From an optimization exercise on the open Yosys and OpenROAD flow, aimed at small area; shortcuts taken in it are not production practice. The RTL was checked by simulation tests, not by an equivalence proof against the original design. No activity file was given, so power comes from the tool's default toggle rates.

==> flow/design.v <==
module pe
#(
	parameter int WDLY = 0       
)
(
	input logic clk,
	input logic rst,
	input logic i_hit,
	input logic [7:0] i_load_data,
	input logic i_pop,
	input logic [7:0] i_left_data,
	input logic [23:0] i_sum,
	output logic [23:0] o_sum,
	output logic [1:0] o_pend
);
logic lp;
logic pp;
logic [7:0] b0;
logic [7:0] b1;
logic [7:0] wgt;
always_ff @(posedge clk) begin
	if (rst)
		lp <= 1'b0;
	else if (i_hit)
		lp <= ~lp;
end
always_ff @(posedge clk) begin
	if (rst)
		pp <= 1'b0;
	else if (i_pop)
		pp <= ~pp;
end
always_ff @(posedge clk) begin
	if (i_hit && !lp)
		b0 <= i_load_data;
	if (i_hit && lp)
		b1 <= i_load_data;
end
generate
	if (WDLY == 0) begin: gen_w0
		assign wgt = pp ? b1 : b0;
	end else begin: gen_wd
		logic [WDLY*8-1:0] wd;
		always_ff @(posedge clk)
			wd <= {wd, pp ? b1 : b0};
		assign wgt = wd[(WDLY-1)*8 +: 8];
	end
endgenerate
logic p1, s2, c2, p3, p4, s5, c5, s6, c6, p7, p8, s9, c9, p10, s11, c11, s12, c12, p13, p14, s15, c15, p16, p17, s18, c18, s19, c19, s20, c20, p21, p22, s23, c23, p24, p25, p26, s27, c27, s28, c28, s29, c29, s30, c30, p31, p32, s33, c33, p34, p35, p36, s37, c37, p38, s39, c39, s40, c40, s41, c41, s42, c42, p43, p44, s45, c45, p46, p47, p48, s49, c49, p50, p51, s52, c52, s53, c53, s54, c54, s55, c55, s56, c56, p57, p58, s59, c59, p60, p61, p62, s63, c63, p64, p65, p66, s67, c67, s68, c68, s69, c69, s70, c70, s71, c71, s72, c72, p73, p74, s75, c75, p76, p77, p78, s79, c79, p80, p81, s82, c82, s83, c83, s84, c84, s85, c85, s86, c86, s87, c87, p88, p89, s90, c90, p91, p92, p93, s94, c94, p95, s96, c96, s97, c97, s98, c98, s99, c99, s100, c100, p101, p102, s103, c103, p104, p105, p106, s107, c107, s108, c108, s109, c109, s110, c110, s111, c111, p112, p113, s114, c114, p115, p116, s117, c117, s118, c118, s119, c119, s120, c120, p121, p122, s123, c123, p124, s125, c125, s126, c126, s127, c127, p128, p129, s130, c130, s131, c131, s132, c132, p133, s134, c134, s135, c135, s136, c136;
nd2 u_1 (.a(i_left_data[0]), .b(wgt[0]), .y(p1));
xn2 u_2x (.a(i_sum[0]), .b(p1), .y(s2));
or2 u_2o (.a(i_sum[0]), .b(p1), .y(c2));
nd2 u_3 (.a(i_left_data[0]), .b(wgt[1]), .y(p3));
nd2 u_4 (.a(i_left_data[1]), .b(wgt[0]), .y(p4));
fa u_5 (.a(i_sum[1]), .b(p3), .c(p4), .s(s5), .co(c5));
xn2 u_6x (.a(c2), .b(s5), .y(s6));
or2 u_6o (.a(c2), .b(s5), .y(c6));
nd2 u_7 (.a(i_left_data[0]), .b(wgt[2]), .y(p7));
nd2 u_8 (.a(i_left_data[1]), .b(wgt[1]), .y(p8));
fa u_9 (.a(i_sum[2]), .b(p7), .c(p8), .s(s9), .co(c9));
nd2 u_10 (.a(i_left_data[2]), .b(wgt[0]), .y(p10));
fa u_11 (.a(p10), .b(c5), .c(s9), .s(s11), .co(c11));
xn2 u_12x (.a(c6), .b(s11), .y(s12));
or2 u_12o (.a(c6), .b(s11), .y(c12));
nd2 u_13 (.a(i_left_data[0]), .b(wgt[3]), .y(p13));
nd2 u_14 (.a(i_left_data[1]), .b(wgt[2]), .y(p14));
fa u_15 (.a(i_sum[3]), .b(p13), .c(p14), .s(s15), .co(c15));
nd2 u_16 (.a(i_left_data[2]), .b(wgt[1]), .y(p16));
nd2 u_17 (.a(i_left_data[3]), .b(wgt[0]), .y(p17));
fa u_18 (.a(p16), .b(p17), .c(c9), .s(s18), .co(c18));
fa u_19 (.a(s15), .b(c11), .c(s18), .s(s19), .co(c19));
xn2 u_20x (.a(c12), .b(s19), .y(s20));
or2 u_20o (.a(c12), .b(s19), .y(c20));
nd2 u_21 (.a(i_left_data[0]), .b(wgt[4]), .y(p21));
nd2 u_22 (.a(i_left_data[1]), .b(wgt[3]), .y(p22));
fa u_23 (.a(i_sum[4]), .b(p21), .c(p22), .s(s23), .co(c23));
nd2 u_24 (.a(i_left_data[2]), .b(wgt[2]), .y(p24));
nd2 u_25 (.a(i_left_data[3]), .b(wgt[1]), .y(p25));
nd2 u_26 (.a(i_left_data[4]), .b(wgt[0]), .y(p26));
fa u_27 (.a(p24), .b(p25), .c(p26), .s(s27), .co(c27));
fa u_28 (.a(c15), .b(s23), .c(s27), .s(s28), .co(c28));
fa u_29 (.a(c18), .b(s28), .c(c19), .s(s29), .co(c29));
xn2 u_30x (.a(c20), .b(s29), .y(s30));
or2 u_30o (.a(c20), .b(s29), .y(c30));
nd2 u_31 (.a(i_left_data[0]), .b(wgt[5]), .y(p31));
nd2 u_32 (.a(i_left_data[1]), .b(wgt[4]), .y(p32));
fa u_33 (.a(i_sum[5]), .b(p31), .c(p32), .s(s33), .co(c33));
nd2 u_34 (.a(i_left_data[2]), .b(wgt[3]), .y(p34));
nd2 u_35 (.a(i_left_data[3]), .b(wgt[2]), .y(p35));
nd2 u_36 (.a(i_left_data[4]), .b(wgt[1]), .y(p36));
fa u_37 (.a(p34), .b(p35), .c(p36), .s(s37), .co(c37));
nd2 u_38 (.a(i_left_data[5]), .b(wgt[0]), .y(p38));
fa u_39 (.a(p38), .b(c23), .c(c27), .s(s39), .co(c39));
fa u_40 (.a(s33), .b(s37), .c(c28), .s(s40), .co(c40));
fa u_41 (.a(s39), .b(s40), .c(c29), .s(s41), .co(c41));
xn2 u_42x (.a(c30), .b(s41), .y(s42));
or2 u_42o (.a(c30), .b(s41), .y(c42));
nd2 u_43 (.a(i_left_data[0]), .b(wgt[6]), .y(p43));
nd2 u_44 (.a(i_left_data[1]), .b(wgt[5]), .y(p44));
fa u_45 (.a(i_sum[6]), .b(p43), .c(p44), .s(s45), .co(c45));
nd2 u_46 (.a(i_left_data[2]), .b(wgt[4]), .y(p46));
nd2 u_47 (.a(i_left_data[3]), .b(wgt[3]), .y(p47));
nd2 u_48 (.a(i_left_data[4]), .b(wgt[2]), .y(p48));
fa u_49 (.a(p46), .b(p47), .c(p48), .s(s49), .co(c49));
nd2 u_50 (.a(i_left_data[5]), .b(wgt[1]), .y(p50));
nd2 u_51 (.a(i_left_data[6]), .b(wgt[0]), .y(p51));
fa u_52 (.a(p50), .b(p51), .c(c33), .s(s52), .co(c52));
fa u_53 (.a(c37), .b(s45), .c(s49), .s(s53), .co(c53));
fa u_54 (.a(c39), .b(s52), .c(s53), .s(s54), .co(c54));
fa u_55 (.a(c40), .b(s54), .c(c41), .s(s55), .co(c55));
xn2 u_56x (.a(c42), .b(s55), .y(s56));
or2 u_56o (.a(c42), .b(s55), .y(c56));
nd2 u_57 (.a(i_left_data[0]), .b(wgt[7]), .y(p57));
nd2 u_58 (.a(i_left_data[1]), .b(wgt[6]), .y(p58));
fa u_59 (.a(i_sum[7]), .b(p57), .c(p58), .s(s59), .co(c59));
nd2 u_60 (.a(i_left_data[2]), .b(wgt[5]), .y(p60));
nd2 u_61 (.a(i_left_data[3]), .b(wgt[4]), .y(p61));
nd2 u_62 (.a(i_left_data[4]), .b(wgt[3]), .y(p62));
fa u_63 (.a(p60), .b(p61), .c(p62), .s(s63), .co(c63));
nd2 u_64 (.a(i_left_data[5]), .b(wgt[2]), .y(p64));
nd2 u_65 (.a(i_left_data[6]), .b(wgt[1]), .y(p65));
nd2 u_66 (.a(i_left_data[7]), .b(wgt[0]), .y(p66));
fa u_67 (.a(p64), .b(p65), .c(p66), .s(s67), .co(c67));
fa u_68 (.a(c45), .b(c49), .c(s59), .s(s68), .co(c68));
fa u_69 (.a(s63), .b(s67), .c(c52), .s(s69), .co(c69));
fa u_70 (.a(c53), .b(s68), .c(s69), .s(s70), .co(c70));
fa u_71 (.a(c54), .b(s70), .c(c55), .s(s71), .co(c71));
xn2 u_72x (.a(c56), .b(s71), .y(s72));
or2 u_72o (.a(c56), .b(s71), .y(c72));
nd2 u_73 (.a(i_left_data[1]), .b(wgt[7]), .y(p73));
nd2 u_74 (.a(i_left_data[2]), .b(wgt[6]), .y(p74));
fa u_75 (.a(i_sum[8]), .b(p73), .c(p74), .s(s75), .co(c75));
nd2 u_76 (.a(i_left_data[3]), .b(wgt[5]), .y(p76));
nd2 u_77 (.a(i_left_data[4]), .b(wgt[4]), .y(p77));
nd2 u_78 (.a(i_left_data[5]), .b(wgt[3]), .y(p78));
fa u_79 (.a(p76), .b(p77), .c(p78), .s(s79), .co(c79));
nd2 u_80 (.a(i_left_data[6]), .b(wgt[2]), .y(p80));
nd2 u_81 (.a(i_left_data[7]), .b(wgt[1]), .y(p81));
fa u_82 (.a(p80), .b(p81), .c(c59), .s(s82), .co(c82));
fa u_83 (.a(c63), .b(c67), .c(s75), .s(s83), .co(c83));
fa u_84 (.a(s79), .b(c68), .c(s82), .s(s84), .co(c84));
fa u_85 (.a(s83), .b(c69), .c(s84), .s(s85), .co(c85));
fa u_86 (.a(c70), .b(s85), .c(c71), .s(s86), .co(c86));
xn2 u_87x (.a(c72), .b(s86), .y(s87));
or2 u_87o (.a(c72), .b(s86), .y(c87));
nd2 u_88 (.a(i_left_data[2]), .b(wgt[7]), .y(p88));
nd2 u_89 (.a(i_left_data[3]), .b(wgt[6]), .y(p89));
fa u_90 (.a(i_sum[9]), .b(p88), .c(p89), .s(s90), .co(c90));
nd2 u_91 (.a(i_left_data[4]), .b(wgt[5]), .y(p91));
nd2 u_92 (.a(i_left_data[5]), .b(wgt[4]), .y(p92));
nd2 u_93 (.a(i_left_data[6]), .b(wgt[3]), .y(p93));
fa u_94 (.a(p91), .b(p92), .c(p93), .s(s94), .co(c94));
nd2 u_95 (.a(i_left_data[7]), .b(wgt[2]), .y(p95));
fa u_96 (.a(p95), .b(c75), .c(c79), .s(s96), .co(c96));
fa u_97 (.a(s90), .b(s94), .c(c82), .s(s97), .co(c97));
fa u_98 (.a(c83), .b(s96), .c(c84), .s(s98), .co(c98));
fa u_99 (.a(s97), .b(s98), .c(c85), .s(s99), .co(c99));
fa u_100 (.a(s99), .b(c86), .c(c87), .s(s100), .co(c100));
nd2 u_101 (.a(i_left_data[3]), .b(wgt[7]), .y(p101));
nd2 u_102 (.a(i_left_data[4]), .b(wgt[6]), .y(p102));
fa u_103 (.a(i_sum[10]), .b(p101), .c(p102), .s(s103), .co(c103));
nd2 u_104 (.a(i_left_data[5]), .b(wgt[5]), .y(p104));
nd2 u_105 (.a(i_left_data[6]), .b(wgt[4]), .y(p105));
nd2 u_106 (.a(i_left_data[7]), .b(wgt[3]), .y(p106));
fa u_107 (.a(p104), .b(p105), .c(p106), .s(s107), .co(c107));
fa u_108 (.a(c90), .b(c94), .c(s103), .s(s108), .co(c108));
fa u_109 (.a(s107), .b(c96), .c(s108), .s(s109), .co(c109));
fa u_110 (.a(c97), .b(s109), .c(c98), .s(s110), .co(c110));
fa u_111 (.a(s110), .b(c99), .c(c100), .s(s111), .co(c111));
nd2 u_112 (.a(i_left_data[4]), .b(wgt[7]), .y(p112));
nd2 u_113 (.a(i_left_data[5]), .b(wgt[6]), .y(p113));
fa u_114 (.a(i_sum[11]), .b(p112), .c(p113), .s(s114), .co(c114));
nd2 u_115 (.a(i_left_data[6]), .b(wgt[5]), .y(p115));
nd2 u_116 (.a(i_left_data[7]), .b(wgt[4]), .y(p116));
fa u_117 (.a(p115), .b(p116), .c(c103), .s(s117), .co(c117));
fa u_118 (.a(c107), .b(s114), .c(c108), .s(s118), .co(c118));
fa u_119 (.a(s117), .b(c109), .c(s118), .s(s119), .co(c119));
xn2 u_120x (.a(s119), .b(c110), .y(s120));
or2 u_120o (.a(s119), .b(c110), .y(c120));
nd2 u_121 (.a(i_left_data[5]), .b(wgt[7]), .y(p121));
nd2 u_122 (.a(i_left_data[6]), .b(wgt[6]), .y(p122));
fa u_123 (.a(i_sum[12]), .b(p121), .c(p122), .s(s123), .co(c123));
nd2 u_124 (.a(i_left_data[7]), .b(wgt[5]), .y(p124));
fa u_125 (.a(p124), .b(c114), .c(s123), .s(s125), .co(c125));
fa u_126 (.a(c117), .b(s125), .c(c118), .s(s126), .co(c126));
fa u_127 (.a(s126), .b(c119), .c(c120), .s(s127), .co(c127));
nd2 u_128 (.a(i_left_data[6]), .b(wgt[7]), .y(p128));
nd2 u_129 (.a(i_left_data[7]), .b(wgt[6]), .y(p129));
fa u_130 (.a(i_sum[13]), .b(p128), .c(p129), .s(s130), .co(c130));
fa u_131 (.a(c123), .b(s130), .c(c125), .s(s131), .co(c131));
fa u_132 (.a(s131), .b(c126), .c(c127), .s(s132), .co(c132));
nd2 u_133 (.a(i_left_data[7]), .b(wgt[7]), .y(p133));
fa u_134 (.a(i_sum[14]), .b(p133), .c(c130), .s(s134), .co(c134));
fa u_135 (.a(s134), .b(c131), .c(c132), .s(s135), .co(c135));
fa u_136 (.a(i_sum[15]), .b(c134), .c(c135), .s(s136), .co(c136));
assign o_sum[0] = s2;
assign o_sum[1] = s6;
assign o_sum[2] = s12;
assign o_sum[3] = s20;
assign o_sum[4] = s30;
assign o_sum[5] = s42;
assign o_sum[6] = s56;
assign o_sum[7] = s72;
assign o_sum[8] = s87;
assign o_sum[9] = s100;
assign o_sum[10] = s111;
assign o_sum[11] = s120;
assign o_sum[12] = s127;
assign o_sum[13] = s132;
assign o_sum[14] = s135;
assign o_sum[15] = s136;
assign o_sum[23:16] = i_sum[23:16];
assign o_pend[0] = c111;    
assign o_pend[1] = c136;    
endmodule
module pe_fix
(
	input logic [23:0] i_sum,
	input logic [1:0] i_pend,
	output logic [23:0] o_sum
);
logic s1, c1, s2, c2, s3, c3, s4, c4, s5, c5, s6, c6, s7, c7, s8, c8, s9, c9, s10, c10, s11, c11, s12, c12, s13, c13;
xn2 u_1x (.a(i_sum[11]), .b(i_pend[0]), .y(s1));
or2 u_1o (.a(i_sum[11]), .b(i_pend[0]), .y(c1));
xn2 u_2x (.a(i_sum[12]), .b(c1), .y(s2));
or2 u_2o (.a(i_sum[12]), .b(c1), .y(c2));
xn2 u_3x (.a(i_sum[13]), .b(c2), .y(s3));
or2 u_3o (.a(i_sum[13]), .b(c2), .y(c3));
xn2 u_4x (.a(i_sum[14]), .b(c3), .y(s4));
or2 u_4o (.a(i_sum[14]), .b(c3), .y(c4));
xn2 u_5x (.a(i_sum[15]), .b(c4), .y(s5));
or2 u_5o (.a(i_sum[15]), .b(c4), .y(c5));
fa u_6 (.a(i_sum[16]), .b(i_pend[1]), .c(c5), .s(s6), .co(c6));
xn2 u_7x (.a(i_sum[17]), .b(c6), .y(s7));
or2 u_7o (.a(i_sum[17]), .b(c6), .y(c7));
xn2 u_8x (.a(i_sum[18]), .b(c7), .y(s8));
or2 u_8o (.a(i_sum[18]), .b(c7), .y(c8));
xn2 u_9x (.a(i_sum[19]), .b(c8), .y(s9));
or2 u_9o (.a(i_sum[19]), .b(c8), .y(c9));
xn2 u_10x (.a(i_sum[20]), .b(c9), .y(s10));
or2 u_10o (.a(i_sum[20]), .b(c9), .y(c10));
xn2 u_11x (.a(i_sum[21]), .b(c10), .y(s11));
or2 u_11o (.a(i_sum[21]), .b(c10), .y(c11));
xn2 u_12x (.a(i_sum[22]), .b(c11), .y(s12));
or2 u_12o (.a(i_sum[22]), .b(c11), .y(c12));
xn2 u_13x (.a(i_sum[23]), .b(c12), .y(s13));
or2 u_13o (.a(i_sum[23]), .b(c12), .y(c13));
assign o_sum[10:0] = i_sum[10:0];
assign o_sum[11] = s1;
assign o_sum[12] = s2;
assign o_sum[13] = s3;
assign o_sum[14] = s4;
assign o_sum[15] = s5;
assign o_sum[16] = s6;
assign o_sum[17] = s7;
assign o_sum[18] = s8;
assign o_sum[19] = s9;
assign o_sum[20] = s10;
assign o_sum[21] = s11;
assign o_sum[22] = s12;
assign o_sum[23] = s13;
endmodule
module pe_top
#(
	parameter int WDLY = 0       
)
(
	input logic clk,
	input logic rst,
	input logic i_hit,
	input logic [7:0] i_load_data,
	input logic i_pop,
	input logic [7:0] i_left_data,
	input logic [23:0] i_sum,
	output logic [23:0] o_sum,
	output logic [3:0] o_pend
);
logic lp;
logic pp;
logic [7:0] b0;
logic [7:0] b1;
logic [7:0] wgt;
always_ff @(posedge clk) begin
	if (rst)
		lp <= 1'b0;
	else if (i_hit)
		lp <= ~lp;
end
always_ff @(posedge clk) begin
	if (rst)
		pp <= 1'b0;
	else if (i_pop)
		pp <= ~pp;
end
always_ff @(posedge clk) begin
	if (i_hit && !lp)
		b0 <= i_load_data;
	if (i_hit && lp)
		b1 <= i_load_data;
end
generate
	if (WDLY == 0) begin: gen_w0
		assign wgt = pp ? b1 : b0;
	end else begin: gen_wd
		logic [WDLY*8-1:0] wd;
		always_ff @(posedge clk)
			wd <= {wd, pp ? b1 : b0};
		assign wgt = wd[(WDLY-1)*8 +: 8];
	end
endgenerate
logic p1, s2, c2, p3, p4, s5, c5, s6, c6, p7, p8, p9, s10, c10, s11, c11, s12, c12, p13, p14, p15, s16, c16, p17, s18, c18, s19, c19, s20, c20, p21, p22, p23, s24, c24, p25, p26, s27, c27, s28, c28, s29, c29, s30, c30, p31, p32, p33, s34, c34, p35, p36, p37, s38, c38, s39, c39, s40, c40, s41, c41, p42, p43, p44, s45, c45, p46, p47, p48, s49, c49, p50, s51, c51, s52, c52, s53, c53, s54, c54, p55, p56, p57, s58, c58, p59, p60, p61, s62, c62, p63, p64, s65, c65, s66, c66, s67, c67, s68, c68, s69, c69, p70, p71, p72, s73, c73, p74, p75, p76, s77, c77, p78, s79, c79, s80, c80, s81, c81, s82, c82, s83, c83, p84, p85, p86, s87, c87, p88, p89, p90, s91, c91, s92, c92, s93, c93, s94, c94, s95, c95, s96, c96, p97, p98, p99, s100, c100, p101, p102, s103, c103, s104, c104, s105, c105, s106, c106, s107, c107, p108, p109, p110, s111, c111, p112, s113, c113, s114, c114, s115, c115, s116, c116, p117, p118, p119, s120, c120, s121, c121, s122, c122, s123, c123, p124, p125, s126, c126, s127, c127, s128, c128, p129, s130, c130, s131, c131, s132, c132;
nd2 u_1 (.a(i_left_data[0]), .b(wgt[0]), .y(p1));
xn2 u_2x (.a(p1), .b(i_sum[0]), .y(s2));
or2 u_2o (.a(p1), .b(i_sum[0]), .y(c2));
nd2 u_3 (.a(i_left_data[0]), .b(wgt[1]), .y(p3));
nd2 u_4 (.a(i_left_data[1]), .b(wgt[0]), .y(p4));
fa u_5 (.a(p3), .b(p4), .c(i_sum[1]), .s(s5), .co(c5));
xn2 u_6x (.a(c2), .b(s5), .y(s6));
or2 u_6o (.a(c2), .b(s5), .y(c6));
nd2 u_7 (.a(i_left_data[0]), .b(wgt[2]), .y(p7));
nd2 u_8 (.a(i_left_data[1]), .b(wgt[1]), .y(p8));
nd2 u_9 (.a(i_left_data[2]), .b(wgt[0]), .y(p9));
fa u_10 (.a(p7), .b(p8), .c(p9), .s(s10), .co(c10));
fa u_11 (.a(s10), .b(i_sum[2]), .c(c5), .s(s11), .co(c11));
xn2 u_12x (.a(c6), .b(s11), .y(s12));
or2 u_12o (.a(c6), .b(s11), .y(c12));
nd2 u_13 (.a(i_left_data[0]), .b(wgt[3]), .y(p13));
nd2 u_14 (.a(i_left_data[1]), .b(wgt[2]), .y(p14));
nd2 u_15 (.a(i_left_data[2]), .b(wgt[1]), .y(p15));
fa u_16 (.a(p13), .b(p14), .c(p15), .s(s16), .co(c16));
nd2 u_17 (.a(i_left_data[3]), .b(wgt[0]), .y(p17));
fa u_18 (.a(p17), .b(c10), .c(s16), .s(s18), .co(c18));
fa u_19 (.a(i_sum[3]), .b(s18), .c(c11), .s(s19), .co(c19));
xn2 u_20x (.a(c12), .b(s19), .y(s20));
or2 u_20o (.a(c12), .b(s19), .y(c20));
nd2 u_21 (.a(i_left_data[0]), .b(wgt[4]), .y(p21));
nd2 u_22 (.a(i_left_data[1]), .b(wgt[3]), .y(p22));
nd2 u_23 (.a(i_left_data[2]), .b(wgt[2]), .y(p23));
fa u_24 (.a(p21), .b(p22), .c(p23), .s(s24), .co(c24));
nd2 u_25 (.a(i_left_data[3]), .b(wgt[1]), .y(p25));
nd2 u_26 (.a(i_left_data[4]), .b(wgt[0]), .y(p26));
fa u_27 (.a(p25), .b(p26), .c(c16), .s(s27), .co(c27));
fa u_28 (.a(s24), .b(i_sum[4]), .c(c18), .s(s28), .co(c28));
fa u_29 (.a(s27), .b(s28), .c(c19), .s(s29), .co(c29));
xn2 u_30x (.a(c20), .b(s29), .y(s30));
or2 u_30o (.a(c20), .b(s29), .y(c30));
nd2 u_31 (.a(i_left_data[0]), .b(wgt[5]), .y(p31));
nd2 u_32 (.a(i_left_data[1]), .b(wgt[4]), .y(p32));
nd2 u_33 (.a(i_left_data[2]), .b(wgt[3]), .y(p33));
fa u_34 (.a(p31), .b(p32), .c(p33), .s(s34), .co(c34));
nd2 u_35 (.a(i_left_data[3]), .b(wgt[2]), .y(p35));
nd2 u_36 (.a(i_left_data[4]), .b(wgt[1]), .y(p36));
nd2 u_37 (.a(i_left_data[5]), .b(wgt[0]), .y(p37));
fa u_38 (.a(p35), .b(p36), .c(p37), .s(s38), .co(c38));
fa u_39 (.a(c24), .b(s34), .c(s38), .s(s39), .co(c39));
fa u_40 (.a(i_sum[5]), .b(c27), .c(s39), .s(s40), .co(c40));
fa u_41 (.a(c28), .b(s40), .c(c29), .s(s41), .co(c41));
nd2 u_42 (.a(i_left_data[0]), .b(wgt[6]), .y(p42));
nd2 u_43 (.a(i_left_data[1]), .b(wgt[5]), .y(p43));
nd2 u_44 (.a(i_left_data[2]), .b(wgt[4]), .y(p44));
fa u_45 (.a(p42), .b(p43), .c(p44), .s(s45), .co(c45));
nd2 u_46 (.a(i_left_data[3]), .b(wgt[3]), .y(p46));
nd2 u_47 (.a(i_left_data[4]), .b(wgt[2]), .y(p47));
nd2 u_48 (.a(i_left_data[5]), .b(wgt[1]), .y(p48));
fa u_49 (.a(p46), .b(p47), .c(p48), .s(s49), .co(c49));
nd2 u_50 (.a(i_left_data[6]), .b(wgt[0]), .y(p50));
fa u_51 (.a(p50), .b(c34), .c(c38), .s(s51), .co(c51));
fa u_52 (.a(s45), .b(s49), .c(i_sum[6]), .s(s52), .co(c52));
fa u_53 (.a(c39), .b(s51), .c(s52), .s(s53), .co(c53));
xn2 u_54x (.a(c40), .b(s53), .y(s54));
or2 u_54o (.a(c40), .b(s53), .y(c54));
nd2 u_55 (.a(i_left_data[0]), .b(wgt[7]), .y(p55));
nd2 u_56 (.a(i_left_data[1]), .b(wgt[6]), .y(p56));
nd2 u_57 (.a(i_left_data[2]), .b(wgt[5]), .y(p57));
fa u_58 (.a(p55), .b(p56), .c(p57), .s(s58), .co(c58));
nd2 u_59 (.a(i_left_data[3]), .b(wgt[4]), .y(p59));
nd2 u_60 (.a(i_left_data[4]), .b(wgt[3]), .y(p60));
nd2 u_61 (.a(i_left_data[5]), .b(wgt[2]), .y(p61));
fa u_62 (.a(p59), .b(p60), .c(p61), .s(s62), .co(c62));
nd2 u_63 (.a(i_left_data[6]), .b(wgt[1]), .y(p63));
nd2 u_64 (.a(i_left_data[7]), .b(wgt[0]), .y(p64));
fa u_65 (.a(p63), .b(p64), .c(c45), .s(s65), .co(c65));
fa u_66 (.a(c49), .b(s58), .c(s62), .s(s66), .co(c66));
fa u_67 (.a(i_sum[7]), .b(c51), .c(s65), .s(s67), .co(c67));
fa u_68 (.a(s66), .b(c52), .c(s67), .s(s68), .co(c68));
fa u_69 (.a(c53), .b(s68), .c(c54), .s(s69), .co(c69));
nd2 u_70 (.a(i_left_data[1]), .b(wgt[7]), .y(p70));
nd2 u_71 (.a(i_left_data[2]), .b(wgt[6]), .y(p71));
nd2 u_72 (.a(i_left_data[3]), .b(wgt[5]), .y(p72));
fa u_73 (.a(p70), .b(p71), .c(p72), .s(s73), .co(c73));
nd2 u_74 (.a(i_left_data[4]), .b(wgt[4]), .y(p74));
nd2 u_75 (.a(i_left_data[5]), .b(wgt[3]), .y(p75));
nd2 u_76 (.a(i_left_data[6]), .b(wgt[2]), .y(p76));
fa u_77 (.a(p74), .b(p75), .c(p76), .s(s77), .co(c77));
nd2 u_78 (.a(i_left_data[7]), .b(wgt[1]), .y(p78));
fa u_79 (.a(p78), .b(c58), .c(c62), .s(s79), .co(c79));
fa u_80 (.a(s73), .b(s77), .c(i_sum[8]), .s(s80), .co(c80));
fa u_81 (.a(c65), .b(c66), .c(s79), .s(s81), .co(c81));
fa u_82 (.a(c67), .b(s80), .c(s81), .s(s82), .co(c82));
fa u_83 (.a(c68), .b(s82), .c(c69), .s(s83), .co(c83));
nd2 u_84 (.a(i_left_data[2]), .b(wgt[7]), .y(p84));
nd2 u_85 (.a(i_left_data[3]), .b(wgt[6]), .y(p85));
nd2 u_86 (.a(i_left_data[4]), .b(wgt[5]), .y(p86));
fa u_87 (.a(p84), .b(p85), .c(p86), .s(s87), .co(c87));
nd2 u_88 (.a(i_left_data[5]), .b(wgt[4]), .y(p88));
nd2 u_89 (.a(i_left_data[6]), .b(wgt[3]), .y(p89));
nd2 u_90 (.a(i_left_data[7]), .b(wgt[2]), .y(p90));
fa u_91 (.a(p88), .b(p89), .c(p90), .s(s91), .co(c91));
fa u_92 (.a(c73), .b(c77), .c(s87), .s(s92), .co(c92));
fa u_93 (.a(s91), .b(i_sum[9]), .c(c79), .s(s93), .co(c93));
fa u_94 (.a(s92), .b(c80), .c(c81), .s(s94), .co(c94));
fa u_95 (.a(s93), .b(s94), .c(c82), .s(s95), .co(c95));
xn2 u_96x (.a(s95), .b(c83), .y(s96));
or2 u_96o (.a(s95), .b(c83), .y(c96));
nd2 u_97 (.a(i_left_data[3]), .b(wgt[7]), .y(p97));
nd2 u_98 (.a(i_left_data[4]), .b(wgt[6]), .y(p98));
nd2 u_99 (.a(i_left_data[5]), .b(wgt[5]), .y(p99));
fa u_100 (.a(p97), .b(p98), .c(p99), .s(s100), .co(c100));
nd2 u_101 (.a(i_left_data[6]), .b(wgt[4]), .y(p101));
nd2 u_102 (.a(i_left_data[7]), .b(wgt[3]), .y(p102));
fa u_103 (.a(p101), .b(p102), .c(c87), .s(s103), .co(c103));
fa u_104 (.a(c91), .b(s100), .c(i_sum[10]), .s(s104), .co(c104));
fa u_105 (.a(c92), .b(s103), .c(c93), .s(s105), .co(c105));
fa u_106 (.a(s104), .b(c94), .c(s105), .s(s106), .co(c106));
fa u_107 (.a(s106), .b(c95), .c(c96), .s(s107), .co(c107));
nd2 u_108 (.a(i_left_data[4]), .b(wgt[7]), .y(p108));
nd2 u_109 (.a(i_left_data[5]), .b(wgt[6]), .y(p109));
nd2 u_110 (.a(i_left_data[6]), .b(wgt[5]), .y(p110));
fa u_111 (.a(p108), .b(p109), .c(p110), .s(s111), .co(c111));
nd2 u_112 (.a(i_left_data[7]), .b(wgt[4]), .y(p112));
fa u_113 (.a(p112), .b(c100), .c(s111), .s(s113), .co(c113));
fa u_114 (.a(i_sum[11]), .b(c103), .c(s113), .s(s114), .co(c114));
fa u_115 (.a(c104), .b(s114), .c(c105), .s(s115), .co(c115));
xn2 u_116x (.a(c106), .b(s115), .y(s116));
or2 u_116o (.a(c106), .b(s115), .y(c116));
nd2 u_117 (.a(i_left_data[5]), .b(wgt[7]), .y(p117));
nd2 u_118 (.a(i_left_data[6]), .b(wgt[6]), .y(p118));
nd2 u_119 (.a(i_left_data[7]), .b(wgt[5]), .y(p119));
fa u_120 (.a(p117), .b(p118), .c(p119), .s(s120), .co(c120));
fa u_121 (.a(c111), .b(s120), .c(i_sum[12]), .s(s121), .co(c121));
fa u_122 (.a(c113), .b(s121), .c(c114), .s(s122), .co(c122));
fa u_123 (.a(s122), .b(c115), .c(c116), .s(s123), .co(c123));
nd2 u_124 (.a(i_left_data[6]), .b(wgt[7]), .y(p124));
nd2 u_125 (.a(i_left_data[7]), .b(wgt[6]), .y(p125));
fa u_126 (.a(p124), .b(p125), .c(c120), .s(s126), .co(c126));
fa u_127 (.a(i_sum[13]), .b(s126), .c(c121), .s(s127), .co(c127));
fa u_128 (.a(s127), .b(c122), .c(c123), .s(s128), .co(c128));
nd2 u_129 (.a(i_left_data[7]), .b(wgt[7]), .y(p129));
fa u_130 (.a(p129), .b(i_sum[14]), .c(c126), .s(s130), .co(c130));
fa u_131 (.a(s130), .b(c127), .c(c128), .s(s131), .co(c131));
fa u_132 (.a(i_sum[15]), .b(c130), .c(c131), .s(s132), .co(c132));
assign o_sum[0] = s2;
assign o_sum[1] = s6;
assign o_sum[2] = s12;
assign o_sum[3] = s20;
assign o_sum[4] = s30;
assign o_sum[5] = s41;
assign o_sum[6] = s54;
assign o_sum[7] = s69;
assign o_sum[8] = s83;
assign o_sum[9] = s96;
assign o_sum[10] = s107;
assign o_sum[11] = s116;
assign o_sum[12] = s123;
assign o_sum[13] = s128;
assign o_sum[14] = s131;
assign o_sum[15] = s132;
assign o_sum[23:16] = i_sum[23:16];
assign o_pend[0] = c30;    
assign o_pend[1] = c41;    
assign o_pend[2] = c107;    
assign o_pend[3] = c132;    
endmodule
module pe_top_fix
(
	input logic [23:0] i_sum,
	input logic [3:0] i_pend,
	output logic [23:0] o_sum
);
logic s1, c1, s2, c2, s3, c3, s4, c4, s5, c5, s6, c6, s7, c7, s8, c8, s9, c9, s10, c10, s11, c11, s12, c12, s13, c13, s14, c14, s15, c15, s16, c16, s17, c17, s18, c18, s19, c19;
xn2 u_1x (.a(i_sum[5]), .b(i_pend[0]), .y(s1));
or2 u_1o (.a(i_sum[5]), .b(i_pend[0]), .y(c1));
fa u_2 (.a(i_sum[6]), .b(i_pend[1]), .c(c1), .s(s2), .co(c2));
xn2 u_3x (.a(i_sum[7]), .b(c2), .y(s3));
or2 u_3o (.a(i_sum[7]), .b(c2), .y(c3));
xn2 u_4x (.a(i_sum[8]), .b(c3), .y(s4));
or2 u_4o (.a(i_sum[8]), .b(c3), .y(c4));
xn2 u_5x (.a(i_sum[9]), .b(c4), .y(s5));
or2 u_5o (.a(i_sum[9]), .b(c4), .y(c5));
xn2 u_6x (.a(i_sum[10]), .b(c5), .y(s6));
or2 u_6o (.a(i_sum[10]), .b(c5), .y(c6));
fa u_7 (.a(i_sum[11]), .b(i_pend[2]), .c(c6), .s(s7), .co(c7));
xn2 u_8x (.a(i_sum[12]), .b(c7), .y(s8));
or2 u_8o (.a(i_sum[12]), .b(c7), .y(c8));
xn2 u_9x (.a(i_sum[13]), .b(c8), .y(s9));
or2 u_9o (.a(i_sum[13]), .b(c8), .y(c9));
xn2 u_10x (.a(i_sum[14]), .b(c9), .y(s10));
or2 u_10o (.a(i_sum[14]), .b(c9), .y(c10));
xn2 u_11x (.a(i_sum[15]), .b(c10), .y(s11));
or2 u_11o (.a(i_sum[15]), .b(c10), .y(c11));
fa u_12 (.a(i_sum[16]), .b(i_pend[3]), .c(c11), .s(s12), .co(c12));
xn2 u_13x (.a(i_sum[17]), .b(c12), .y(s13));
or2 u_13o (.a(i_sum[17]), .b(c12), .y(c13));
xn2 u_14x (.a(i_sum[18]), .b(c13), .y(s14));
or2 u_14o (.a(i_sum[18]), .b(c13), .y(c14));
xn2 u_15x (.a(i_sum[19]), .b(c14), .y(s15));
or2 u_15o (.a(i_sum[19]), .b(c14), .y(c15));
xn2 u_16x (.a(i_sum[20]), .b(c15), .y(s16));
or2 u_16o (.a(i_sum[20]), .b(c15), .y(c16));
xn2 u_17x (.a(i_sum[21]), .b(c16), .y(s17));
or2 u_17o (.a(i_sum[21]), .b(c16), .y(c17));
xn2 u_18x (.a(i_sum[22]), .b(c17), .y(s18));
or2 u_18o (.a(i_sum[22]), .b(c17), .y(c18));
xn2 u_19x (.a(i_sum[23]), .b(c18), .y(s19));
or2 u_19o (.a(i_sum[23]), .b(c18), .y(c19));
assign o_sum[4:0] = i_sum[4:0];
assign o_sum[5] = s1;
assign o_sum[6] = s2;
assign o_sum[7] = s3;
assign o_sum[8] = s4;
assign o_sum[9] = s5;
assign o_sum[10] = s6;
assign o_sum[11] = s7;
assign o_sum[12] = s8;
assign o_sum[13] = s9;
assign o_sum[14] = s10;
assign o_sum[15] = s11;
assign o_sum[16] = s12;
assign o_sum[17] = s13;
assign o_sum[18] = s14;
assign o_sum[19] = s15;
assign o_sum[20] = s16;
assign o_sum[21] = s17;
assign o_sum[22] = s18;
assign o_sum[23] = s19;
endmodule
module nd2 (input logic a, input logic b, output logic y);
assign y = ~(a & b);
endmodule
module xn2 (input logic a, input logic b, output logic y);
assign y = ~(a ^ b);
endmodule
module or2 (input logic a, input logic b, output logic y);
assign y = a | b;
endmodule
module fa (input logic a, input logic b, input logic c, output logic s, output logic co);
assign {co, s} = a + b + c;
endmodule
module systolic_pe_array
#(
	parameter int PE_ARRAY_W = 8,
	parameter int PE_ARRAY_H = 8,
	parameter int IN_DATA_WIDTH = 8,
	parameter int OUT_DATA_WIDTH = 24
)
(
	input logic clk,
	input logic rst,
	input logic [PE_ARRAY_W-1:0] i_load_vld,
	input logic [PE_ARRAY_W*$clog2(PE_ARRAY_H)-1:0] i_load_id,
	input logic [PE_ARRAY_W*IN_DATA_WIDTH-1:0] i_load_data,
	input logic [PE_ARRAY_W-1:0] i_pop_vld,
	input logic [PE_ARRAY_W*OUT_DATA_WIDTH-1:0] i_up_data,
	input logic [PE_ARRAY_H*IN_DATA_WIDTH-1:0] i_left_data,
	output logic [PE_ARRAY_W*OUT_DATA_WIDTH-1:0] o_down_data
);
localparam int IDW = $clog2(PE_ARRAY_H);
localparam int W = PE_ARRAY_W;
localparam int H = PE_ARRAY_H;
localparam int DW = IN_DATA_WIDTH;
localparam int SW = OUT_DATA_WIDTH;
localparam int NS = 4*H;         
localparam int PN = 3;           
localparam int CW = $clog2(H+1);  
localparam int NP_TOP = 4;       
localparam int NP_MID = 2;       
logic rst_d1, rst_d2;
always_ff @(posedge clk) begin
	rst_d1 <= rst;
	rst_d2 <= rst_d1;
end
logic [H*W*DW-1:0] sr;
generate
	for (genvar i = 0; i < H; i++) begin: gen_row
		localparam int NSR = (i == 0) ? W : W - 2;
		always_ff @(posedge clk) begin
			sr[i*W*DW +: DW] <= i_left_data[i*DW +: DW];
			sr[i*W*DW+DW +: (NSR-1)*DW] <= sr[i*W*DW +: (NSR-1)*DW];
		end
		if (NSR < W) begin: gen_unused
			assign sr[i*W*DW+NSR*DW +: (W-NSR)*DW] = '0;
		end
	end
endgenerate
generate
	for (genvar j = 0; j < W; j++) begin: gen_col
		localparam int DL = (j < 2) ? 2 - j : 0;    
		logic [H*CW-1:0] code;
		logic [H*DW-1:0] data;
		logic [H-1:0] hit;
		logic [H-1:0] pop;
		logic rst_c;
		logic [NS*SW-1:0] ps;
		logic [H*SW-1:0] sum;
		logic [H*SW-1:0] fix;
		if (DL == 2) begin: gen_dl2
			logic vld_d1, vld_d2, pop_d1, pop_d2;
			logic [IDW-1:0] id_d1, id_d2;
			logic [DW-1:0] data_d1, data_d2;
			always_ff @(posedge clk) begin
				vld_d1 <= i_load_vld[j];
				vld_d2 <= vld_d1;
				id_d1 <= i_load_id[j*IDW +: IDW];
				id_d2 <= id_d1;
				data_d1 <= i_load_data[j*DW +: DW];
				data_d2 <= data_d1;
				pop_d1 <= i_pop_vld[j];
				pop_d2 <= pop_d1;
			end
			assign code[0 +: CW] = vld_d2 ? CW'(id_d2) + 1'b1 : '0;
			assign data[0 +: DW] = data_d2;
			assign pop[0] = pop_d2;
			assign rst_c = rst_d2;
		end else if (DL == 1) begin: gen_dl1
			logic vld_d1, pop_d1;
			logic [IDW-1:0] id_d1;
			logic [DW-1:0] data_d1;
			always_ff @(posedge clk) begin
				vld_d1 <= i_load_vld[j];
				id_d1 <= i_load_id[j*IDW +: IDW];
				data_d1 <= i_load_data[j*DW +: DW];
				pop_d1 <= i_pop_vld[j];
			end
			assign code[0 +: CW] = vld_d1 ? CW'(id_d1) + 1'b1 : '0;
			assign data[0 +: DW] = data_d1;
			assign pop[0] = pop_d1;
			assign rst_c = rst_d1;
		end else begin: gen_dl0
			assign code[0 +: CW] = i_load_vld[j] ? CW'(i_load_id[j*IDW +: IDW]) + 1'b1 : '0;
			assign data[0 +: DW] = i_load_data[j*DW +: DW];
			assign pop[0] = i_pop_vld[j];
			assign rst_c = rst;
		end
		for (genvar r = 0; r < H; r++) begin: gen_pe
			localparam int CWR = (r == 0) ? CW : $clog2(H - r + 1);
			localparam int OFS = (r == 0) ? 0 : DL - 2;
			assign hit[r] = code[r*CW +: CW] == 1;
			if (r > 0) begin: gen_stage
				logic [PN-2:0] pv;
				logic [CWR-1:0] cr;
				always_ff @(posedge clk) begin
					if (rst_c || code[(r-1)*CW +: CW] < 2)
						cr <= '0;
					else
						cr <= CWR'(code[(r-1)*CW +: CW] - 1'b1);
					data[r*DW +: DW] <= data[(r-1)*DW +: DW];
					if (rst_c) begin
						pv <= '0;
						pop[r] <= 1'b0;
					end else begin
						pv <= {pv, pop[r-1]};
						pop[r] <= pv[PN-2];
					end
				end
				assign code[r*CW +: CW] = CW'(cr);
			end
			if (r == 0) begin: gen_top
				logic [NP_TOP-1:0] pend, pend_r;
				pe_top #(.WDLY(2 - DL)) u_pe (
					.clk(clk),
					.rst(rst_c),
					.i_hit(hit[r]),
					.i_load_data(data[r*DW +: DW]),
					.i_pop(pop[r]),
					.i_left_data(sr[(r*W+j)*DW +: DW]),
					.i_sum(~i_up_data[j*SW +: SW]),
					.o_sum(sum[r*SW +: SW]),
					.o_pend(pend)
				);
				pe_top_fix u_fix (
					.i_sum(ps[(4*r+OFS)*SW +: SW]),
					.i_pend(pend_r),
					.o_sum(fix[r*SW +: SW])
				);
				always_ff @(posedge clk)
					pend_r <= pend;
			end else begin: gen_mid
				logic [NP_MID-1:0] pend, pend_r;
				pe u_pe (
					.clk(clk),
					.rst(rst_c),
					.i_hit(hit[r]),
					.i_load_data(data[r*DW +: DW]),
					.i_pop(pop[r]),
					.i_left_data(sr[(r*W+j+DL-2)*DW +: DW]),
					.i_sum(ps[(4*r+OFS-1)*SW +: SW]),
					.o_sum(sum[r*SW +: SW]),
					.o_pend(pend)
				);
				pe_fix u_fix (
					.i_sum(ps[(4*r+OFS)*SW +: SW]),
					.i_pend(pend_r),
					.o_sum(fix[r*SW +: SW])
				);
				always_ff @(posedge clk)
					pend_r <= pend;
			end
			always_ff @(posedge clk) begin
				ps[(4*r+OFS)*SW +: SW] <= sum[r*SW +: SW];
				ps[(4*r+OFS+1)*SW +: SW] <= fix[r*SW +: SW];
			end
		end
		for (genvar k = 2; k < NS; k++) begin: gen_delay
			if (!((k - DL + 2) % 4 == 0 && k - DL + 2 <= 4*(H-1)) && !((k - DL + 1) % 4 == 0 && k - DL + 1 <= 4*(H-1))) begin: gen_d
				always_ff @(posedge clk)
					ps[k*SW +: SW] <= ps[(k-1)*SW +: SW];
			end
		end
		assign o_down_data[j*SW +: SW] = ~ps[(NS-1)*SW +: SW];
	end
endgenerate
endmodule
==> flow/flow/run.sh <==
#!/bin/bash
# Standard layout (the standard.sh, unchanged synthesis) with two changes:
# the port buffers are buf_1 cells, and CTS inserts no dummy loads.
set -euo pipefail
export BUFFER_PORTS_ARGS="-buffer_cell sky130_fd_sc_hd__buf_1"
export CTS_ARGS="-sink_clustering_enable -repair_clock_nets -dont_use_dummy_load -sink_clustering_size 22 -sink_clustering_max_diameter 120"
bash standard.sh > standard_flow.log 2>&1
==> flow/standard.sh <==
#!/bin/bash
# synth_recipe.tcl (not shown) runs the flow's synth.tcl, then flattens the netlist and writes it again
# the make line also repeats each setting of config.mk as NAME=value (left out here)
make -C /OpenROAD-flow-scripts/flow DESIGN_CONFIG=/design/flow/config.mk WORK_HOME=/design/flow/orfs CLKGATE_MAP_FILE= SYNTH_SCRIPT=/design/flow/synth_recipe.tcl "${@:-finish}"
==> flow/config.mk <==
export PLATFORM = sky130hd
export DESIGN_NAME = systolic_pe_array
export DESIGN_NICKNAME = systolic_pe_array
export VERILOG_FILES = /design/flow/design.v
export SDC_FILE = /design/flow/constraint.sdc
export NUM_CORES = 4
export LEC_CHECK = 0
export CAP_MARGIN = 20
export CORE_MARGIN = 2
export CORE_UTILIZATION = 40
export CTS_CLUSTER_DIAMETER = 120
export CTS_CLUSTER_SIZE = 22
export SLEW_MARGIN = 20
export SYNTH_HIERARCHICAL = 1
export SYNTH_MINIMUM_KEEP_SIZE = 0
==> flow/constraint.sdc <==
create_clock -name core_clock -period 6.5 [get_ports {clk}]
set_input_delay 1.3000 -clock core_clock [delete_from_list [all_inputs] [get_ports {clk}]]
set_output_delay 1.3000 -clock core_clock [all_outputs]
set_load 0.01 [all_outputs]
==> results of run 1 <==
[logic make-up after synthesis]
| group | count (synthesis) | synth area share [%] |
|---|---|---|
| AO/OA/AOI/OAI | 77 | 0.161 |
| adder cells (fa/ha/maj) | 4118 | 23.8 |
| buffers and inverters | 3775 | 7.79 |
| multiplexers | 526 | 2.29 |
| XOR/XNOR | 1567 | 4.00 |
| flip-flops | 8737 | 53.9 |
| AND/OR/NAND/NOR | 6112 | 8.00 |
[worst max-delay path: stages (launching register included)]
cell and delay [ps]:
sky130_fd_sc_hd__dfxtp_1 330, sky130_fd_sc_hd__or2_1 240, sky130_fd_sc_hd__fa_1 400, sky130_fd_sc_hd__or2_1 270, sky130_fd_sc_hd__or2_1 250, sky130_fd_sc_hd__or2_1 250, sky130_fd_sc_hd__or2_1 240, sky130_fd_sc_hd__fa_1 390
sky130_fd_sc_hd__or2_1 270, sky130_fd_sc_hd__or2_1 260, sky130_fd_sc_hd__or2_1 260, sky130_fd_sc_hd__or2_1 250, sky130_fd_sc_hd__fa_1 630, sky130_fd_sc_hd__or2_1 350, sky130_fd_sc_hd__or2_1 250, sky130_fd_sc_hd__or2_1 250
sky130_fd_sc_hd__or2_1 250, sky130_fd_sc_hd__or2_1 250, sky130_fd_sc_hd__or2_1 250, sky130_fd_sc_hd__xnor2_1 130
[cell type report]
type	count	area, um^2	share of cell area [%]
Sequential cell	8737	185000	53.4
Tap cell	11500	14300	4.14
Multi-Input combinational cell	12400	131000	37.9
Clock buffer	442	11100	3.19
Inverter	467	1750	0.506
Antenna cell	51	128	0.0368
Timing Repair Buffer	650	2850	0.821
[sequential cells by signal, summed over array words and instances (netlist names), 8 cells and up]
name and cells:
gen_col.data 448, gen_col.gen_dl2.data_d1 8, gen_col.gen_dl2.data_d2 8, gen_col.gen_pe.gen_mid.pend_r 112
gen_col.gen_pe.gen_mid.u_pe.b0 448, gen_col.gen_pe.gen_mid.u_pe.b1 448, gen_col.gen_pe.gen_mid.u_pe.lp 56, gen_col.gen_pe.gen_mid.u_pe.pp 56
gen_col.gen_pe.gen_stage.cr 136, gen_col.gen_pe.gen_stage.pv 112, gen_col.gen_pe.gen_top.pend_r 32, gen_col.gen_pe.gen_top.u_pe.b0 64
gen_col.gen_pe.gen_top.u_pe.b1 64, gen_col.gen_pe.gen_top.u_pe.gen_wd.wd 104, gen_col.gen_pe.gen_top.u_pe.lp 8, gen_col.gen_pe.gen_top.u_pe.pp 8
gen_col.genblk1.gen_dl1.data_d1 8, gen_col.pop 56, gen_col.ps 6144, sr 400
[per-module statistics from Yosys (local to each module, per instance), excerpt]
module	area (um^2)	copies in the design	cells inside	flops+latches
systolic_pe_array	156000	1	8568	7481
pe	885	56	59	18
pe_fix	180	56	24	0
pe_top_fix	180	8	24	0
fa	20.0	4032	1	0
xn2	8.76	1424	1	0
or2	6.26	1360	1	0
nd2	3.75	4096	1	0
[power by group]
group,internal [mW],switching [mW]
clock,12.0,15.8
combinational,27.0,25.8
sequential,74.5,7.44
total,114,49.1
[layer usage]
| layer | share of wire [%] | routed length, um | track usage, % |
|---|---|---|---|
| met4 | 2.7 | 15300 | 3.38 |
| met5 | 0.049 | 276 | 0 |
| met3 | 4.8 | 27000 | 2.00 |
| met2 | 42 | 237000 | 19.7 |
| met1 | 51 | 287000 | 19.6 |
[layout by cell type, fill, tap and decap left out, drive strengths merged, types with 4 or more instances in the layout]
cell,count
dfxtp,7713
nand2,4121
fa,4032
xnor2,1563
or2,1360
edfxtp,1024
buf,649
mux2,526
inv,467
clkbuf,443
nor2b,284
nor2,210
ha,86
and2,79
diode,51
o21bai,32
a21oi,20
nor3b,17
nand2b,16
nor3,13
nand3b,10
o21ai,7
a21boi,4
xor2,4
a2111oi,4
[worst paths after layout]
check / from / endpoint / slack (ps) / cells past startpoint
setup / recovery: gen_col[4].gen_pe[0].gen_top.pend_r[0]$_DFF_P_ / gen_col[4].ps[47]$_DFF_P_ / 640 / 19
hold / removal: gen_col[7].gen_pe[0].gen_top.u_pe.gen_wd.wd[4]$_DFF_P_ / gen_col[7].gen_pe[0].gen_top.u_pe.gen_wd.wd[12]$_DFF_P_ / 220 / 0
setup reg to reg: gen_col[4].gen_pe[0].gen_top.pend_r[0]$_DFF_P_ / gen_col[4].ps[47]$_DFF_P_ / 640 / 19
hold reg to reg: gen_col[7].gen_pe[0].gen_top.u_pe.gen_wd.wd[4]$_DFF_P_ / gen_col[7].gen_pe[0].gen_top.u_pe.gen_wd.wd[12]$_DFF_P_ / 220 / 0
==> results.txt, run 1 <==
core utilization of the finished layout=between 40% and 50%; mean routed wirelength per cell=between 15 and 20 um; cell types with the largest area share after synthesis=sky130_fd_sc_hd__dfxtp_1, sky130_fd_sc_hd__fa_1, sky130_fd_sc_hd__edfxtp_1, sky130_fd_sc_hd__buf_4, sky130_fd_sc_hd__nand2_1; gpl congestion=approximately 0.83; Final WS setup=between 600 and 700 ps; most area-hungry cell type in the Yosys netlist=sky130_fd_sc_hd__dfxtp_1; Placed Instance Area=roughly 0.34 mm^2; post-route cell area=approximately 0.35 mm^2; Critical Path Sink Type=flip-flop; nets in the synthesized netlist=29400; most used standard cell by instance count after synthesis=sky130_fd_sc_hd__dfxtp_1; I/O pin count=~550; Final TNS setup=0 ps; number of violations of the max-capacitance limit=0; largest net degree at the start of global routing=100; global-route wire length before repair=just under 900 mm; Total Routed Length=approximately 570 mm; Mapped Cells=roughly 25000; total number of H-tree levels=5; final clock skew=about 150 ps; Yosys Warn Count=18; Final Power=approximately 160 mW; Final Setup Violations=0; total number of clock tree sinks=a little under 9000; worst hold slack=215 ps; post-CTS sizing=0; Critical Setup Path Class=flip-flop to flip-flop; Row Count=340; highest net fanout along the worst path=2; actual slew at the worst max-slew pin=1100 ps; number of buffers created by CTS=442; arrival time worst endpoint=a little under 7000 ps; highest clock frequency the design can meet=171 MHz; per-instance average area after synthesis=13.8 um^2; number of buffers added to fix hold violations after cts=0; CORE AREA=between 0.8 and 0.9 mm^2; count of endpoints failing hold in the final timing report=0; distinct cell type count of the synthesized netlist=36; outcome=no timing/DRC/antenna violations; Port-buffer cells=roughly 550; via-per-instance ratio=between 4 and 5; standby leakage power=around 130 nW; DP Wirelength=around 440 mm; total die area=just under 0.9 mm^2; initial cell density of the core=about two fifths; fill cell total of the finished layout=around 79000; area growth from synthesis to layout=0.987%; TritonCTS clock tree=done; Starting DRT DRC Count=~7800; non-filler cells in the finished layout=34200; share of the yosys chip area belonging to registers=between 50% and 60%; detailed-route DRC error count=0; number of global-route vias before repair=around 160k; Post-synth ARST share=0%; final-report max-slew violation count=0; height of the die=approximately 930 um; clock-pin slew of the registers on the worst-case setup and hold paths=approximately 90 ps; placed cell count=between 30000 and 40000; synth cell count leaders=sky130_fd_sc_hd__dfxtp_1, sky130_fd_sc_hd__nand2_1, sky130_fd_sc_hd__fa_1; areal power density over the cells=around 470 mW/mm^2; master cell of the clock root buffer=sky130_fd_sc_hd__clkbuf_16; first-pass iteration count of the detailed router=6; post-layout minimum cycle time=around 5900 ps; Final period util=90.1%; FF+latch count, synth=slightly below 9000; EDFF count, synth=just over 1000; data required time at the worst endpoint=~7400 ps; worst max-slew margin expressed relative to the limit=between 20% and 30%; initial antenna violation count=75; Worst Hold Class=flip-flop to flip-flop; nature of the critical path startpoint=flip-flop; layout cells sized above 1=4.77%; largest buffer count on any clock path=4; Die X-Extent=roughly 930 um; vias after detailed routing=~140k; global route overflow=0; share of the synthesized area in the top cell type=approximately 45%; Routed Antenna Nets=0; Post-layout nets=27200; GRT Resource Usage Total=between 10% and 20%; clock latency reported for the late side of the worst-skew pair=1090 ps; post-synthesis cell area=approximately 0.34 mm^2; buffers inserted by post-CTS timing repair=0; primary flip-flop cell chosen by synthesis mapping=sky130_fd_sc_hd__dfxtp_1; worst voltage drop across the vdd grid=about 260 uV; Place WS=approximately 560 ps; setup repair after global routing missed its margin=false
==> inputs of run 2 (changes only) <==
==> flow/flow/run.sh (replaced) <==
#!/bin/bash
# Standard layout (the standard.sh, unchanged synthesis) with three changes:
# the port buffers are buf_1 cells, CTS inserts no dummy loads, and the
# weight-select muxes start the floorplan at drive strength 1 (downsize.tcl).
set -euo pipefail
export BUFFER_PORTS_ARGS="-buffer_cell sky130_fd_sc_hd__buf_1"
export CTS_ARGS="-sink_clustering_enable -repair_clock_nets -dont_use_dummy_load -sink_clustering_size 22 -sink_clustering_max_diameter 120"
export PRE_FLOORPLAN_TCL="$PWD/flow/downsize.tcl"
bash standard.sh > standard_flow.log 2>&1
==> flow/flow/downsize.tcl (new file) <==
# Weight-select muxes come out of synthesis as mux2_4; start them at mux2_1 and
# let the flow's own repair size up any that need it.
set n 0
foreach inst [[ord::get_db_block] getInsts] {
  if {[[$inst getMaster] getName] eq "sky130_fd_sc_hd__mux2_4"} {
    replace_cell [get_cells [$inst getName]] sky130_fd_sc_hd__mux2_1
    incr n
  }
}
puts "downsize: replaced $n mux2_4 with mux2_1"
==> run 2 against run 1 <==
Effect of this change: critical path type unchanged; register-to-register slack got worse by 210 ps; sequential power rose by 0.5%; via count rose by 2.4%; global-route usage rose by 1.3 points.
==> results.txt, run 2 <==
outcome=no timing/DRC/antenna violations; worst voltage drop across the vdd grid=288 uV (+10%); setup repair after global routing missed its margin=false; GRT Resource Usage Total=14.4% (+1.3 points); total number of H-tree levels=5 (unchanged); Die X-Extent=928 um (-0.28%); clock-pin slew of the registers on the worst-case setup and hold paths=90 ps (about the same); number of buffers added to fix hold violations after cts=0 (unchanged); cell with the biggest individual delay on the critical path=sky130_fd_sc_hd__fa_1; layout cells sized above 1=2.64% (-2.1 points); nets in the synthesized netlist=29400 (unchanged); cell types with the largest area share after synthesis=sky130_fd_sc_hd__dfxtp_1, sky130_fd_sc_hd__fa_1, sky130_fd_sc_hd__edfxtp_1, sky130_fd_sc_hd__buf_4, sky130_fd_sc_hd__nand2_1; Critical Path Sink Type=flip-flop; final clock skew=172 ps (+20.5 ps); most frequent standard cell in the layout excluding fill and tap cells=sky130_fd_sc_hd__dfxtp_1; non-filler cells in the finished layout=34100 (-0.26%); distinct cell type count of the synthesized netlist=36 (unchanged); total die area=0.861 mm^2 (-0.56%); EDFF count, synth=1024 (unchanged); register bank with the most flops=gen_col.ps; clock latency reported for the late side of the worst-skew pair=1130 ps (+40 ps); Total Routed Length=620 mm (+9.5%); commonest non-fill, non-tap cells in the layout=sky130_fd_sc_hd__dfxtp_1, sky130_fd_sc_hd__nand2_1, sky130_fd_sc_hd__fa_1, sky130_fd_sc_hd__xnor2_1, sky130_fd_sc_hd__or2_1; arrival time worst endpoint=7010 ps (+250 ps); most used standard cell by instance count after synthesis=sky130_fd_sc_hd__dfxtp_1; Worst Hold Class=flip-flop to flip-flop; count of endpoints failing hold in the final timing report=0 (unchanged); most area-hungry cell type in the Yosys netlist=sky130_fd_sc_hd__dfxtp_1; buffers inserted by post-CTS timing repair=0 (unchanged); initial cell density of the core=40.1% (about the same); Yosys Warn Count=18 (unchanged); I/O pin count=554 (unchanged); highest clock frequency the design can meet=165 MHz (-3.5%); master cell of the clock root buffer=sky130_fd_sc_hd__clkbuf_16; number of violations of the max-capacitance limit=0 (unchanged); nature of the critical path startpoint=flip-flop; worst hold slack=197 ps (-18.8 ps); placed cell count=33500 (-0.52%); Starting DRT DRC Count=8444 (+8.6%); number of buffers created by CTS=443 (+0.23%); total number of clock tree sinks=8737 (unchanged); flip-flop count of the largest register, all copies and words added=6144 (unchanged); Final Power=164 mW (+1.1%); Placed Instance Area=0.333 mm^2 (-0.59%); Top cell by count, worst path=sky130_fd_sc_hd__or2_1; gpl congestion=0.845 (+2.2%); synth cell count leaders=sky130_fd_sc_hd__dfxtp_1, sky130_fd_sc_hd__nand2_1, sky130_fd_sc_hd__fa_1; highest net fanout along the worst path=2 (unchanged); height of the die=928 um (-0.28%); vias after detailed routing=147000 (+2.4%); data required time at the worst endpoint=7440 ps (+40 ps); share of the yosys chip area belonging to registers=53.9% (unchanged); yosys synthesis chip area=between 0.3 and 0.4 mm^2; standby leakage power=125 nW (-1.1%); Final Setup Violations=0 (unchanged); maximum cell stage delay along the critical path=500 ps (-130 ps); detailed-route DRC error count=0 (unchanged); Post-layout nets=27200 (+0.11%); Critical Setup Path Class=flip-flop to flip-flop; first-pass iteration count of the detailed router=6 (unchanged); number of global-route vias before repair=161000 (+3.0%); mean routed wirelength per cell=18.2 um (+9.8%); Final TNS setup=0 ps (unchanged); post-layout minimum cycle time=6070 ps (+213 ps); TritonCTS clock tree=done; actual slew at the worst max-slew pin=1200 ps (+103 ps); Port-buffer cells=553 (unchanged); final-report max-slew violation count=0 (unchanged); cells along the critical path=or2_1 > fa_1 > or2_1 > or2_1 > or2_1 > or2_1 > fa_1 > or2_1 > or2_1 > or2_1 > or2_1 > fa_1 > buf_4 > or2_1 > or2_1 > or2_1 > or2_1 > or2_1 > or2_1 > xnor2_1; worst max-slew margin expressed relative to the limit=19.8% (-6.9 points); via-per-instance ratio=4.31 (+2.7%); share of the synthesized area in the top cell type=45.0% (unchanged); initial antenna violation count=107 (+43%); post-route cell area=0.345 mm^2 (-0.50%); Row Count=339 (-0.29%); FF+latch count, synth=8737 (unchanged); Routed Antenna Nets=0 (unchanged); global-route wire length before repair=959 mm (+7.2%); post-CTS sizing=0 (unchanged); areal power density over the cells=477 mW/mm^2 (+1.6%); Final period util=93.4% (+3.3 points); global route overflow=0 (unchanged); largest buffer count on any clock path=4 (unchanged); Mapped Cells=24900 (unchanged); DP Wirelength=494 mm (+11%); Post-synth ARST share=0% (unchanged); CORE AREA=0.851 mm^2 (-0.59%); largest net degree at the start of global routing=46 (-54%); primary flip-flop cell chosen by synthesis mapping=sky130_fd_sc_hd__dfxtp_1
==> run 2: cell count changes in the layout (fill, tap and decap cells not counted), sizes merged <==
cell    previous run  this run
buf              649       677
clkbuf           443       444
diode             51       136
==> run 2: per-layer routing <==
metal | global-route usage [%] | up-vias | wire, um
met2 | 23.0 | 3392 | 278000
met4 | 4.62 | 6 | 22100
met3 | 1.91 | 925 | 28400
met1 | 20.3 | 73900 | 292000
met5 | 0 | - | 41
li1 | - | 68800 | -
==> run 2: worst max-delay path: cells and delay by family (launching register included) <==
family                   cells  cell delay (ps)
AND/OR/NAND/NOR             15             3840
adder cells (fa/ha/maj)      3             1280
flip-flops                   1              330
buffers and inverters        1              260
XOR/XNOR                     1              130
==> run 2: through the flow <==
step	util (%)	setup slack, ps
2_1_floorplan	-	1050
4_1_cts	40.5	355
3_3_place_gp	39.2	379
5_1_grt	40.5	154
3_5_place_dp	39.2	474
6_report	40.5	430
==> run 2: worst paths after layout <==
kind,startpoint,end,slack [ps],cells after the start
worst max-delay path,gen_col[5].gen_pe[0].gen_top.pend_r[0]$_DFF_P_,gen_col[5].ps[47]$_DFF_P_,430,20
worst min-delay path,gen_col[5].ps[73]$_DFF_P_,gen_col[5].ps[97]$_DFF_P_,200,0
worst max register to register,gen_col[5].gen_pe[0].gen_top.pend_r[0]$_DFF_P_,gen_col[5].ps[47]$_DFF_P_,430,20
worst min register to register,gen_col[5].ps[73]$_DFF_P_,gen_col[5].ps[97]$_DFF_P_,200,0
==> run 2: modules after synthesis, one instance, submodules excluded, excerpt <==
module             cells inside  times used  flip-flops and latches  cell area [um^2]
fa                            1        4032                       0              20.0
or2                           1        1360                       0              6.26
pe                           59          56                      18               885
pe_fix                       24          56                       0               180
pe_top_fix                   24           8                       0               180
systolic_pe_array          8568           1                    7481            156000
xn2                           1        1424                       0              8.76
==> run 2: logic make-up after synthesis <==
family                     after synthesis  synth area share, %
DFF                                   8737                 53.9
and+or+nand+nor                       6112                 8.00
adders and majority gates             4118                 23.8
buffers and inverters                 3775                 7.79
xor gates and xnor gates              1567                 4.00
muxes                                  526                 2.29
AOI/OAI and AO/OA                       77                0.161
==> run 2: report_power, final <==
part	total [mW]	switching, mW	internal [mW]
Combinational	54.1	26.9	27.2
Sequential	82.4	7.83	74.5
Clock	27.9	15.9	12.1
Total	164	50.6	114
==> run 2: layout make-up <==
class,instances,area [um^2]
Inverter,467,1750
Clock buffer,443,11100
Sequential cell,8737,185000
Timing Repair Buffer,678,3030
Multi-Input combinational cell,12400,129000
Tap cell,11300,14100
Antenna cell,136,340
Fill cell,78200,506000

what the ideal ports hide:
The flow's constraints put no driver on any port. The routed layouts listed below were extracted and timed again, unchanged, in two steps.
Step 1: set_driving_cell puts a clkbuf_16 on clk and a buf_2 on each other input, an assumption about the parent block.
Step 2 moves the port delays by t, midway between the first and last clock arrival at a register: inputs arrive t later, outputs are due t later. That takes back most of the time a late clock gives input paths.
Slacks: no drivers / after step 1 / after step 2; pairs: no drivers / after step 1.
| run | t, ns | slack for setup (ns) | hold slack, ns | clock arrival spread, ns |
|---|---|---|---|---|
| run 1 | 1.139 | 0.643 / 0.643 / 0.643 | 0.215 / 0.191 / 0.215 | 0.193 / 0.193 |
| run 2 | 1.198 | 0.430 / 0.430 / 0.430 | 0.197 / 0.159 / 0.197 | 0.188 / 0.188 |
After both steps setup and hold are still met in every run listed.
